Context: an optimization exercise on an open-source flow, tuned for small area, a short achievable clock period and few clock cycles per item. The choices shown serve that exercise and are no tape-out recipe. At most, simulation tests tie the RTL to the original design; equivalence was not proved.

## job 8819
// cordic
module cordic (
	input                clk, rst, en,
	output               done,
	input  signed [15:0] z,
	output signed [15:0] x, y
);
Size in the first run: about 52 I/O pins, about 6400 µm² of cells after synthesis.
clock: 6.0 ns
lec_check: 0
abc_area: 1
cap_margin: 20
core_margin: 2
core_utilization: 50
gpl_timing_driven: 1
setup_slack_margin: 2.8
slew_margin: 20
run.sh (not shown) runs the stock make flow with config.mk's settings and CLKGATE_MAP_FILE= SYNTH_SCRIPT=/design/flow/synth_recipe.tcl, a recipe that flattens the netlist after the stock synthesis.
The flow did not stop early for job 8819: all stages ran, and the layout cleared the timing, design-rule and antenna checks.
> inputs changed (job 8819 -> job 166)
Settings: CORE_UTILIZATION changed from 50 to 60.
[summary]
- Job 166: area overhead of the layout relative to synthesis 3.4 points below job 8819
- Of job 166 and job 8819, the higher worst slack after detailed placement belongs to job 166.
- Delta (job 166 minus job 8819): combined global-route utilization of all metal layers now larger; final critical-path required period now smaller; remaining max-slew budget at the tightest pin now larger.
- Going from job 8819 to job 166, worst hold slack grew by 0.016 ns, violation count after the first detailed-route iteration grew by 92.
- For the first-pass iteration count of the detailed router, job 166 came in 1 higher than job 8819 did.
#### Input delta (job 4478 over job 166)
Settings: a change of CORE_UTILIZATION from 60 to 65; a change of SETUP_SLACK_MARGIN from 2.8 to 2.7.
[summary]
After detailed routing, job 166 needs more wire than job 4478. Re number of buffers outside the clock class in the layout: job 166 and job 4478 aren't equal, and the lower value belongs to job 4478. Compared with job 166, in job 4478 area enclosed by the die boundary went down about 7%; final cell count went down about 0.34%. Of the two values seen for category of the most critical setup path, reg2reg was produced by job 166 and in2reg by job 4478. Changes observed in job 4478 relative to job 166: number of buffers and inverters on the critical path picked up an extra 1, number of post-CTS setup repair buffers now sits lower, worst setup slack shows a reduction of 0.061 ns, initial cell density of the core now larger.
No functional check of the RTL was part of any run of this note.

* * *

Setup of alpha:
The RTL this note starts from:
==> flow/design.v <==
module rom (
	input  [2:0]  addr,
	output [15:0] q
);
	assign q = (addr == 3'd0) ? 16'ha062 : (addr == 3'd1) ? 16'h04ea :
	           (addr == 3'd2) ? 16'hdbba : (addr == 3'd3) ? 16'h4042 :
	           (addr == 3'd4) ? 16'hbfbe : (addr == 3'd5) ? 16'h2446 :
	           (addr == 3'd6) ? 16'hfb16 : 16'h5f9e;
endmodule
module cordic_core (
	input             clk, rst, en,
	input      [15:0] z,
	input      [15:0] q,
	output     [2:0]  addr,
	output reg        done,
	output     [15:0] x, y
);
	reg               busy;
	reg        [3:0]  m;       
	reg signed [15:0] xr, yr, zr;
	reg               inr;     
	reg               dn;      
	reg        [2:0]  kd;      
	reg        [3:0]  zs;      
	wire accept = en & ~busy;
	wire inr_v  = (zr[15:10] == 6'b000000) | (zr[15:10] == 6'b111111);
	function lt;
		input [15:0] a, c;
		integer i;
		begin
			lt = 1'b0;
			for (i = 0; i < 16; i = i + 1)
				if (c[i] ^ (i == 15))
					lt = ~(a[i] ^ (i == 15)) | lt;
				else
					lt = ~(a[i] ^ (i == 15)) & lt;
		end
	endfunction
	wire d0 = z[15];
	wire d1 = d0 ? lt(z, -16'sd12868) : lt(z, 16'sd12868);
	wire d2 = d0 ? (d1 ? lt(z, -16'sd20464) : lt(z, -16'sd5272))
	             : (d1 ? lt(z,  16'sd5272)  : lt(z,  16'sd20464));
	wire [15:0] x2 = (d1 == d0) ? (d0 ? 16'h136e : 16'h136f) : (d0 ? 16'h3a4c : 16'h3a4b);
	wire [15:0] y2 = d1 ? (d0 ? 16'hc5b5 : 16'h136f) : (d0 ? 16'hec91 : 16'h3a4b);
	wire signed [15:0] yc = yr ^ {16{~dn}};
	wire signed [15:0] xc = xr ^ {16{dn}};
	wire signed [15:0] yc2 = yc >>> 2;
	wire signed [15:0] xc2 = xc >>> 2;
	wire        [15:0] oy = yc2 >>> m;
	wire        [15:0] ox = xc2 >>> m;
	wire        [15:0] qa = ({16{zs[1]}} & 16'h07f5) | ({16{zs[2]}} & 16'h03ff);
	wire        [15:0] oz = zs[0] ? q : (qa ^ {16{~dn}});
	wire               cz = ~zs[0] & ~dn;
	wire        [16:0] sx = {xr, 1'b1} + {oy, ~dn};
	wire        [16:0] sy = {yr, 1'b1} + {ox, dn};
	wire        [16:0] sz = {zr, 1'b1} + {oz, cz};
	always @(posedge clk) begin
		if (accept) begin
			xr <= x2;
			yr <= y2;
			zr <= z;
			dn <= d2;
			m  <= 4'd0;
			zs <= 4'b0001;
		end else begin
			xr <= sx[16:1];
			yr <= sy[16:1];
			zr <= (|zs[2:0]) ? sz[16:1] : {zr[15], zr[13:0], 1'b0};
			m  <= m + 4'd1;
			zs <= {zs[2:0], 1'b0};
			if (|zs[2:0])
				dn <= sz[16];
			else if (zs[3] ? inr_v : inr)
				dn <= ~zr[9];
			else
				dn <= zr[15];
		end
		if (zs[3])
			inr <= inr_v;
		kd <= {d2, d1, d0};    
	end
	always @(posedge clk, posedge rst) begin
		if (rst) begin
			busy <= 1'b0;
			done <= 1'b0;
		end else begin
			busy <= accept | (busy & (m != 4'd12));
			done <= busy & (m == 4'd12);
		end
	end
	assign addr = kd;
	assign x = xr;
	assign y = yr;
endmodule
module cordic (
	input                clk, rst, en,
	output               done,
	input  signed [15:0] z,
	output signed [15:0] x, y
);
	wire [2:0]  rom_addr;
	wire [15:0] rom_data;
	cordic_core u_cordic_core (
		.clk(clk), .rst(rst), .en(en), .z(z),
		.addr(rom_addr), .q(rom_data),
		.done(done), .x(x), .y(y)
	);
	rom u_rom (.addr(rom_addr), .q(rom_data));
endmodule
Settings: LEC_CHECK=0, ABC_AREA=1, CAP_MARGIN=20, CORE_MARGIN=2, CORE_UTILIZATION=60, GPL_TIMING_DRIVEN=1, SETUP_SLACK_MARGIN=2.8, SLEW_MARGIN=20; clock period 6.0 ns.
standard.sh (not shown) runs the stock make flow with config.mk's settings and CLKGATE_MAP_FILE= SYNTH_SCRIPT=/design/flow/synth_recipe.tcl, a recipe that flattens the netlist after the stock synthesis.
==> flow/flow/run.sh <==
#!/bin/bash
# The standard layout (the standard.sh, standard synthesis unchanged),
# with two changes to how the layout is made:
# - the port buffers that global placement inserts are the smallest buffer
#   cell instead of the resizer's default pick (every input and output port
#   still gets its own buffer);
# - clock tree synthesis clusters the clock sinks into larger groups, so the
#   small register count is reached through fewer clock buffers.
set -e
cp standard.sh standard.sh.log
export BUFFER_PORTS_ARGS="-buffer_cell sky130_fd_sc_hd__buf_1"
export CTS_ARGS="-sink_clustering_enable -repair_clock_nets -sink_clustering_size 32 -sink_clustering_max_diameter 150 -buf_list sky130_fd_sc_hd__clkbuf_8"
bash standard.sh > standard.log 2>&1
Testbench counts of alpha, summed over its fixed seeds: cycles 33,600, items 2,400.
Inputs modified between alpha and beta:
- putting PLACE_DENSITY at 0.85 where nothing was set
- swapping 2.8 for 2.9 in SETUP_SLACK_MARGIN
==> flow/flow/run.sh <==
#!/bin/bash
# The standard layout (the standard.sh, standard synthesis unchanged),
# with the port buffers that global placement inserts made of the smallest
# buffer cell instead of the resizer's default pick. Every input and output
# port still gets its own buffer.
set -e
cp standard.sh standard.sh.log
export BUFFER_PORTS_ARGS="-buffer_cell sky130_fd_sc_hd__buf_1"
bash standard.sh > standard.log 2>&1
### Flow results
From alpha to beta the numbers moved as follows: final weighted congestion in routability-driven placement held, worst setup slack shows an increase of 91 ps. beta reports its end point of the critical path as u_cordic_core.yr[13] while alpha reports u_cordic_core.xr[8].
## Diff of input files: gamma against beta
- changing CORE_UTILIZATION from 60 to 55
- changing SETUP_SLACK_MARGIN from 2.9 to 2.8
- removing PLACE_DENSITY (formerly 0.85)
==> flow/run.sh (new file) <==
#!/bin/bash
# synth_recipe.tcl (not shown) runs the flow's synth.tcl, then flattens the netlist and writes it again
# the make line also repeats each setting of config.mk as NAME=value (left out here)
make -C /OpenROAD-flow-scripts/flow DESIGN_CONFIG=/design/flow/config.mk WORK_HOME=/design/flow/orfs CLKGATE_MAP_FILE= SYNTH_SCRIPT=/design/flow/synth_recipe.tcl finish
removed: flow/flow/run.sh
removed: flow/standard.sh
### Flow results
- gamma ran to completion and came out clean on the timing, design-rule and antenna checks.
- Relative to beta, arrival time reported for the critical path endpoint has gone up in gamma.
- Re number of distinct library cells after synthesis: no difference whatsoever between beta and gamma.
- Number of signal-net inverters in the final layout (gamma vs. beta) decreases slightly
- In the reports for beta and gamma, the larger detailed-routed wire length on met3 belongs to beta.
- gamma against beta: final worst setup slack fell by 84 ps, full die area rose by 8.7%, routed wire length increased 7.0%, final critical-path required period higher.

[re-timing with driven ports]
In the flow no input, the clock included, has a driving cell. The finished layouts below were timed again as built, in two steps. Step 1, drivers: a clkbuf_16 drives clk and a buf_2 each remaining input, both assumed. Step 2 adds t to the input delays and takes it off the output delays; t is the mean of the earliest and latest rising clock arrival at the registers after step 1. Input paths then give back, and output paths get back, about the clock's delay inside the block. a / b / c = no drivers / after step 1 / after step 2; a / b = the first two.
run | t (ns) | setup WS [ns] | worst setup path at the end | clock arrival spread, ns
job 8819 | 0.385 | 2.873 / 2.873 / 2.661 | input to register | 0.007 / 0.008
job 166 | 0.402 | 2.887 / 2.887 / 2.576 | input to register | 0.017 / 0.017
job 4478 | 0.386 | 2.826 / 2.841 / 2.455 | input to register | 0.010 / 0.010
alpha | 0.397 | 2.937 / 2.937 / 2.632 | input to register | 0.007 / 0.007
beta | 0.398 | 3.028 / 3.028 / 2.908 | input to register | 0.011 / 0.012
gamma | 0.415 | 2.943 / 2.943 / 2.642 | input to register | 0.012 / 0.012
After both steps every run listed still meets setup and hold. The setup slack of job 4478, which loses most, moves by +0.015 ns with the drivers and by -0.371 ns with both steps.
